This is an optimization exercise on Yosys and OpenROAD, whose aim is small area, not a production implementation.
RTL that was checked went through simulation tests only; none was proved equivalent to the original.
Power figures rest on the tool's default switching activity, not on a simulated workload.

==> wip/xenon <==
==> flow/design.v <==
module cic3_clkdiv
    (output logic [15:0] wo,       
     output logic [15:0] wm,       
     output logic [15:0] wn,       
     output logic        bnd,      
     output logic        first,    
     output logic        out_ld,   
     output logic        xfer,     
     output logic        xclr,     
     input  logic        clk,
     input  logic        reset_n);
logic [7:0] q;       
logic       jv;      
logic [7:0] qn;
logic       jvn;
always_comb begin
    qn  = q + 8'd1;
    jvn = jv | (q == 8'd128);
end
always_ff @(posedge clk or negedge reset_n) begin
    if (!reset_n) begin
        q  <= 8'd129;
        jv <= 1'b0;
        bnd    <= 1'b0;
        first  <= 1'b0;
        out_ld <= 1'b0;
        xfer   <= 1'b0;
        xclr   <= 1'b0;
        wo <= 16'd8256;    
        wm <= 16'd49152;   
        wn <= 16'd8128;    
    end else begin
        q  <= qn;
        jv <= jvn;
        bnd    <= (qn == 8'd0);
        first  <= (qn == 8'd130) & ~jvn;      
        out_ld <= (qn == 8'd129) & jvn;
        xfer   <= (qn >= 8'd130) & (qn <= 8'd154) & jvn;
        xclr   <= (qn >= 8'd130) & (qn <= 8'd154) & ~jvn;
        wo <= (q == 8'd255) ? 16'd0     : wo + {8'd0, q};
        wn <= (q == 8'd255) ? 16'd32896 : wn + {8'd0, q} - 16'd256;
        wm <= (q == 8'd255) ? 16'd32640 : wm - {7'd0, q, 1'b0} + 16'd256;
    end
end
endmodule
module cic3_echip65_noclk
    (output logic [24:0] out,
     input  logic        in,
     input  logic        clk,
     input  logic        reset_n,
     input  logic [15:0] wo,
     input  logic [15:0] wm,
     input  logic [15:0] wn,
     input  logic        bnd,
     input  logic        first,
     input  logic        out_ld,
     input  logic        xfer,
     input  logic        xclr);
localparam int ROT = 15;    
logic        x;                         
logic [15:0] lo_z, lo_y, lo_x;          
logic [5:0]  hi_z;                      
logic [7:0]  hi_y;
logic [8:0]  hi_x;
logic        c_z, c_y, c_x;             
logic [24:0] w3, w2, w1;
function automatic logic [16:0] radd16(input logic [15:0] a, input logic [15:0] b);
    logic c;
    c = 1'b0;
    for (int i = 0; i < 16; i++) begin
        radd16[i] = a[i] ^ b[i] ^ c;
        c = (a[i] & b[i]) | (c & (a[i] ^ b[i]));
    end
    radd16[16] = c;
endfunction
function automatic logic [8:0] rinc9(input logic [8:0] a, input logic ci);
    logic c;
    c = ci;
    for (int i = 0; i < 9; i++) begin
        rinc9[i] = a[i] ^ c;
        c = a[i] & c;
    end
endfunction
logic [15:0] lz_in, ly_in, lx_in;
logic [16:0] lz_nx, ly_nx, lx_nx;
logic [8:0]  hz_inc, hy_inc, hx_inc;
always_comb begin
    hz_inc = rinc9({3'd0, hi_z}, c_z);
    hy_inc = rinc9({1'b0, hi_y}, c_y);
    hx_inc = rinc9(hi_x, c_x);
    lz_in = (bnd | first) ? 16'd0 : lo_z;
    ly_in = bnd ? lo_z : (first ? 16'd0 : lo_y);
    lx_in = bnd ? lo_y : (first ? 16'd0 : lo_x);
    lz_nx = radd16(lz_in, wo & {16{x}});
    ly_nx = radd16(ly_in, wm & {16{x}});
    lx_nx = radd16(lx_in, wn & {16{x}});
end
always_ff @(posedge clk) begin
    x <= in;
    {c_z, lo_z} <= lz_nx;
    {c_y, lo_y} <= ly_nx;
    {c_x, lo_x} <= lx_nx;
    hi_z <= (bnd | first) ? 6'd0 : hz_inc[5:0];
    hi_y <= bnd ? {2'd0, hz_inc[5:0]} : (first ? 8'd0 : hy_inc[7:0]);
    hi_x <= bnd ? {1'b0, hy_inc[7:0]} : (first ? 9'd0 : hx_inc);
    w3 <= bnd ? {hx_inc, lo_x} : {w3[23:0], w3[24]};
    w2 <= {w2[23:0], xclr ? 1'b0 : (xfer ? w3[24] : w2[24])};
    w1 <= {w1[23:0], xclr ? 1'b0 : (xfer ? w2[24] : w1[24])};
end
always_ff @(posedge clk or negedge reset_n) begin
    if (!reset_n)
        out <= 25'd0;
    else if (out_ld)
        for (int i = 0; i < 25; i++) out[i] <= w1[(i + ROT) % 25];
end
endmodule
module cic3_echip65_2x12Row
(
output logic [(25-1):0] out0,
output logic [(25-1):0] out1,
output logic [(25-1):0] out2,
output logic [(25-1):0] out3,
output logic [(25-1):0] out4,
output logic [(25-1):0] out5,
output logic [(25-1):0] out6,
output logic [(25-1):0] out7,
output logic [(25-1):0] out8,
output logic [(25-1):0] out9,
output logic [(25-1):0] out10,
output logic [(25-1):0] out11,
output logic [(25-1):0] out12,
output logic [(25-1):0] out13,
output logic [(25-1):0] out14,
output logic [(25-1):0] out15,
output logic [(25-1):0] out16,
output logic [(25-1):0] out17,
output logic [(25-1):0] out18,
output logic [(25-1):0] out19,
output logic [(25-1):0] out20,
output logic [(25-1):0] out21,
output logic [(25-1):0] out22,
output logic [(25-1):0] out23,
input logic [(24-1):0] in,
input logic clk,
input logic reset_n
);
logic [15:0] wo, wm, wn;
logic bnd, first, out_ld, xfer, xclr;
logic [24:0] outs [24];
cic3_clkdiv ctrl (
    .wo(wo), .wm(wm), .wn(wn), .bnd(bnd), .first(first), .out_ld(out_ld),
    .xfer(xfer), .xclr(xclr), .clk(clk), .reset_n(reset_n));
genvar k;
generate
    for (k = 0; k < 24; k++) begin : FILTERS
        cic3_echip65_noclk ch (
            .out(outs[k]), .in(in[k]), .clk(clk), .reset_n(reset_n),
            .wo(wo), .wm(wm), .wn(wn), .bnd(bnd), .first(first),
            .out_ld(out_ld), .xfer(xfer), .xclr(xclr));
    end
endgenerate
assign out0  = outs[0];
assign out1  = outs[1];
assign out2  = outs[2];
assign out3  = outs[3];
assign out4  = outs[4];
assign out5  = outs[5];
assign out6  = outs[6];
assign out7  = outs[7];
assign out8  = outs[8];
assign out9  = outs[9];
assign out10 = outs[10];
assign out11 = outs[11];
assign out12 = outs[12];
assign out13 = outs[13];
assign out14 = outs[14];
assign out15 = outs[15];
assign out16 = outs[16];
assign out17 = outs[17];
assign out18 = outs[18];
assign out19 = outs[19];
assign out20 = outs[20];
assign out21 = outs[21];
assign out22 = outs[22];
assign out23 = outs[23];
endmodule
==> flow/run.sh <==
#!/bin/bash
# synth_recipe.tcl (not shown) runs the flow's synth.tcl, then flattens the netlist and writes it again
# the make line also repeats each setting of config.mk as NAME=value (left out here)
make -C /OpenROAD-flow-scripts/flow DESIGN_CONFIG=/design/flow/config.mk WORK_HOME=/design/flow/orfs CLKGATE_MAP_FILE= SYNTH_SCRIPT=/design/flow/synth_recipe.tcl finish
==> flow/config.mk <==
export PLATFORM = sky130hd
export DESIGN_NAME = cic3_echip65_2x12Row
export DESIGN_NICKNAME = cic3_echip65_2x12Row
export VERILOG_FILES = /design/flow/design.v
export SDC_FILE = /design/flow/constraint.sdc
export NUM_CORES = 8
export LEC_CHECK = 0
export CAP_MARGIN = 20
export CORE_MARGIN = 2
export CORE_UTILIZATION = 65
export SLEW_MARGIN = 20
==> flow/constraint.sdc <==
create_clock -name core_clock -period 10.0 [get_ports {clk}]
set_input_delay 2.0000 -clock core_clock [delete_from_list [all_inputs] [get_ports {clk}]]
set_output_delay 2.0000 -clock core_clock [all_outputs]
set_load 0.01 [all_outputs]
==> wip/maple: changes against wip/xenon <==
--- a/flow/config.mk
+++ b/flow/config.mk
@@ -8,4 +8,4 @@
 export CAP_MARGIN = 20
 export CORE_MARGIN = 2
-export CORE_UTILIZATION = 65
+export CORE_UTILIZATION = 40
 export SLEW_MARGIN = 20
==> run notes <==
- wip/maple produced a clean layout. wip/xenon ran to the end with no violations.
- Of wip/xenon and wip/maple, wip/maple has the higher hold slack (gap 21 ps).
- Setup slack: wip/maple is higher than wip/xenon (7.0 ps).
- Register-to-register slack is about the same in wip/xenon and wip/maple.
- In wip/xenon the die area is lower than in wip/maple, by about 40%.
- In synthesized area, wip/xenon and wip/maple do not differ.
- Sequential share of layout area: wip/xenon is higher than wip/maple (0.91 points).
==> figures <==
| item | wip/maple | wip/xenon |
|---|---|---|
| Outcome | timing/DRC/antenna clean | timing/DRC/antenna clean |
| Flop2flop setup slack | 1620 ps | 1610 ps |
| Net load switching power | 12.2 mW | 12.2 mW |
| Largest stage delay on the critical path | 810 ps | 1080 ps |
| Total number of tap cells | 5242 | 3202 |
| Number of antenna violations at the first check in global routing | 41 | 25 |
| Endpoint of the lowest-slack register-to-register path | FILTERS[18].ch.lo_x[15]$_DFF_P_ | FILTERS[17].ch.lo_x[15]$_DFF_P_ |
| Final worst slack | 1620 ps | 1610 ps |
| Clock insertion delay at the later pin of the skew report | 970 ps | 1030 ps |
| Amount of wire on met2 after detailed routing | 170 mm | 167 mm |
| Avg Vias per Cell | 4.78 | 5.52 |
| Cell area reported after detailed placement | 170000 µm² | 168000 µm² |
| Site Rows | 231 | 181 |


==> job 3977: inputs <==
RTL: the design.v shown in full above, as it stands there.
Settings: LEC_CHECK=0, CAP_MARGIN=20, CORE_MARGIN=2, CORE_UTILIZATION=75, SLEW_MARGIN=20; clock period 10.0 ns.
standard.sh (not shown) runs the stock make flow with config.mk's settings and CLKGATE_MAP_FILE= SYNTH_SCRIPT=/design/flow/synth_recipe.tcl, a recipe that flattens the netlist after the stock synthesis.
==> flow/flow/run.sh <==
#!/bin/bash
# Own layout flow: the standard ORFS flow (standard.sh) with two changes:
#  - the port buffers that buffer_ports inserts are sky130_fd_sc_hd__buf_1
#  - CTS clusters up to 36 sinks within 60 um and inserts no dummy loads
# Every tool's output goes to the ORFS logs under orfs/logs; make's own output
# goes to flow_make.log in this folder.
set -euo pipefail
export BUFFER_PORTS_ARGS="-buffer_cell sky130_fd_sc_hd__buf_1"
export CTS_ARGS="-sink_clustering_enable -repair_clock_nets -sink_clustering_size 36 -sink_clustering_max_diameter 60 -dont_use_dummy_load"
bash standard.sh finish > flow_make.log 2>&1
==> job 9169: changes against job 3977 <==
--- a/flow/design.v
+++ b/flow/design.v
@@ -11,32 +11,23 @@
      input  logic        reset_n);
 logic [7:0] q;       
 logic       jv;      
-logic [7:0] qn;
-logic       jvn;
 always_comb begin
-    qn  = q + 8'd1;
-    jvn = jv | (q == 8'd128);
+    bnd    = (q == 8'd0);
+    first  = (q == 8'd130) & ~jv;      
+    out_ld = (q == 8'd129) & jv;
+    xfer   = (q >= 8'd130) & (q <= 8'd154) & jv;
+    xclr   = (q >= 8'd130) & (q <= 8'd154) & ~jv;
 end
 always_ff @(posedge clk or negedge reset_n) begin
     if (!reset_n) begin
         q  <= 8'd129;
         jv <= 1'b0;
-        bnd    <= 1'b0;
-        first  <= 1'b0;
-        out_ld <= 1'b0;
-        xfer   <= 1'b0;
-        xclr   <= 1'b0;
         wo <= 16'd8256;    
         wm <= 16'd49152;   
         wn <= 16'd8128;    
     end else begin
-        q  <= qn;
-        jv <= jvn;
-        bnd    <= (qn == 8'd0);
-        first  <= (qn == 8'd130) & ~jvn;      
-        out_ld <= (qn == 8'd129) & jvn;
-        xfer   <= (qn >= 8'd130) & (qn <= 8'd154) & jvn;
-        xclr   <= (qn >= 8'd130) & (qn <= 8'd154) & ~jvn;
+        q  <= q + 8'd1;
+        if (q == 8'd128) jv <= 1'b1;
         wo <= (q == 8'd255) ? 16'd0     : wo + {8'd0, q};
         wn <= (q == 8'd255) ? 16'd32896 : wn + {8'd0, q} - 16'd256;
         wm <= (q == 8'd255) ? 16'd32640 : wm - {7'd0, q, 1'b0} + 16'd256;
@@ -57,53 +48,37 @@
      input  logic        xfer,
      input  logic        xclr);
 localparam int ROT = 15;    
-logic        x;                         
-logic [15:0] lo_z, lo_y, lo_x;          
-logic [5:0]  hi_z;                      
-logic [7:0]  hi_y;
-logic [8:0]  hi_x;
-logic        c_z, c_y, c_x;             
+logic        x;        
+logic [21:0] acc_z;
+logic [23:0] acc_y;
+logic [24:0] acc_x;
 logic [24:0] w3, w2, w1;
-function automatic logic [16:0] radd16(input logic [15:0] a, input logic [15:0] b);
+function automatic logic [24:0] radd(input logic [24:0] a, input logic [15:0] b);
     logic c;
+    logic [24:0] bb;
+    bb = {9'd0, b};
     c = 1'b0;
-    for (int i = 0; i < 16; i++) begin
-        radd16[i] = a[i] ^ b[i] ^ c;
-        c = (a[i] & b[i]) | (c & (a[i] ^ b[i]));
-    end
-    radd16[16] = c;
-endfunction
-function automatic logic [8:0] rinc9(input logic [8:0] a, input logic ci);
-    logic c;
-    c = ci;
-    for (int i = 0; i < 9; i++) begin
-        rinc9[i] = a[i] ^ c;
-        c = a[i] & c;
+    for (int i = 0; i < 25; i++) begin
+        radd[i] = a[i] ^ bb[i] ^ c;
+        c = (a[i] & bb[i]) | (c & (a[i] ^ bb[i]));
     end
 endfunction
-logic [15:0] lz_in, ly_in, lx_in;
-logic [16:0] lz_nx, ly_nx, lx_nx;
-logic [8:0]  hz_inc, hy_inc, hx_inc;
+logic [24:0] az_in, ay_in, ax_in;
+logic [24:0] az_nx, ay_nx, ax_nx;
 always_comb begin
-    hz_inc = rinc9({3'd0, hi_z}, c_z);
-    hy_inc = rinc9({1'b0, hi_y}, c_y);
-    hx_inc = rinc9(hi_x, c_x);
-    lz_in = (bnd | first) ? 16'd0 : lo_z;
-    ly_in = bnd ? lo_z : (first ? 16'd0 : lo_y);
-    lx_in = bnd ? lo_y : (first ? 16'd0 : lo_x);
-    lz_nx = radd16(lz_in, wo & {16{x}});
-    ly_nx = radd16(ly_in, wm & {16{x}});
-    lx_nx = radd16(lx_in, wn & {16{x}});
+    az_in = (bnd | first) ? 25'd0 : {3'd0, acc_z};
+    ay_in = bnd ? {3'd0, acc_z} : (first ? 25'd0 : {1'b0, acc_y});
+    ax_in = bnd ? {1'b0, acc_y} : (first ? 25'd0 : acc_x);
+    az_nx = radd(az_in, wo & {16{x}});
+    ay_nx = radd(ay_in, wm & {16{x}});
+    ax_nx = radd(ax_in, wn & {16{x}});
 end
 always_ff @(posedge clk) begin
     x <= in;
-    {c_z, lo_z} <= lz_nx;
-    {c_y, lo_y} <= ly_nx;
-    {c_x, lo_x} <= lx_nx;
-    hi_z <= (bnd | first) ? 6'd0 : hz_inc[5:0];
-    hi_y <= bnd ? {2'd0, hz_inc[5:0]} : (first ? 8'd0 : hy_inc[7:0]);
-    hi_x <= bnd ? {1'b0, hy_inc[7:0]} : (first ? 9'd0 : hx_inc);
-    w3 <= bnd ? {hx_inc, lo_x} : {w3[23:0], w3[24]};
+    acc_z <= az_nx[21:0];
+    acc_y <= ay_nx[23:0];
+    acc_x <= ax_nx;
+    w3 <= bnd ? acc_x : {w3[23:0], w3[24]};
     w2 <= {w2[23:0], xclr ? 1'b0 : (xfer ? w3[24] : w2[24])};
     w1 <= {w1[23:0], xclr ? 1'b0 : (xfer ? w2[24] : w1[24])};
 end
==> flow/run.sh (new file) <==
#!/bin/bash
# synth_recipe.tcl (not shown) runs the flow's synth.tcl, then flattens the netlist and writes it again
# the make line also repeats each setting of config.mk as NAME=value (left out here)
make -C /OpenROAD-flow-scripts/flow DESIGN_CONFIG=/design/flow/config.mk WORK_HOME=/design/flow/orfs CLKGATE_MAP_FILE= SYNTH_SCRIPT=/design/flow/synth_recipe.tcl finish
CORE_UTILIZATION = 40   (was 75)
CTS_BUF_LIST = sky130_fd_sc_hd__clkbuf_4 sky130_fd_sc_hd__clkbuf_8   (was unset)
CTS_CLUSTER_SIZE = 40   (was unset)
removed: flow/flow/run.sh
removed: flow/standard.sh
==> notes <==
- Job 9169 passed the timing, design-rule and antenna checks. Job 3977 completed without violations.
- Against job 9169, the sequential cell count of job 3977 is higher by 77.
- Non-clock buffer count: job 3977 is lower than job 9169 (82).
- Against job 3977, the cell count of job 9169 is higher by about 20%.
- Register-to-register slack: job 3977 is higher than job 9169 (1.5 ns).
- In job 9169 the first-iteration DRC count is lower than in job 3977, by 30%.
- Synthesized cell count: job 9169 is lower than job 3977 (5.4%).
- Of job 9169 and job 3977, job 9169 has the higher total power (gap 16%, measured against job 3977).
- Against job 9169, the synthesized area of job 3977 is higher by about 1.5%.
==> figures <==
	job 3977	job 9169
Non-clk invs	820	263
Data required time at the worst endpoint	10.80 ns	11.06 ns
Flip-flop and latch count	4261	4184
Result of the run	timing/DRC/antenna clean	timing/DRC/antenna clean
Post-layout minimum cycle time	8.24 ns	9.70 ns
Area after detailed placement	163000 um2	167000 um2
Complex-gate fraction of the synthesized area	0.0631	0.0663
Die outline width	464 um	629 um
First-pass GRT wire length	532000 um	565000 um
Endpoint of the worst hold path	FILTERS[5].ch.w2[1]	FILTERS[7].ch.w2[23]
Tap cells	2805	5197
Proportion of cell area occupied by multi-input gates	0.383	0.358
Simple-gate portion of the synthesized area	0.0662	0.0722
Fraction of power consumed by combinational cells	0.212	0.166
Worst vdd ir	0.000199 V	0.000170 V
Pre-CTS worst setup slack	1.72 ns	-0.201 ns
Non-clock buffers	740	822
Multiplexer fraction of the synthesized cell area	0.0865	0.0865
Only the layout flow was run in job 9169; the RTL was not checked for function there.

-- re-timing with driven ports --
How much do the figures lean on ideal ports? The routed layouts below were timed once more, with nothing changed but the port constraints.
Step 1, drivers: a clkbuf_16 drives clk and a buf_2 each remaining input, both assumed.
Step 2, shift: input delay + t, output delay - t, t = (earliest + latest rising clock arrival at the registers) / 2. This alone moves slack from input paths to output paths.
Slacks: ideal ports / drivers / drivers and shift; pairs: ideal ports / drivers.
run | shift t [ns] | slack for setup (ns) | worst setup path at the end | cell pins on the clock port's net
wip/xenon | 1.071 | 1.613 / 1.613 / 1.613 | register to register | 1
wip/maple | 1.058 | 1.620 / 1.620 / 1.620 | register to register | 1
job 3977 | 0.934 | 1.759 / 1.759 / 1.759 | register to register | 1
job 9169 | 1.232 | 0.305 / 0.305 / 0.305 | register to register | 1
After both steps every run listed still meets setup and hold.
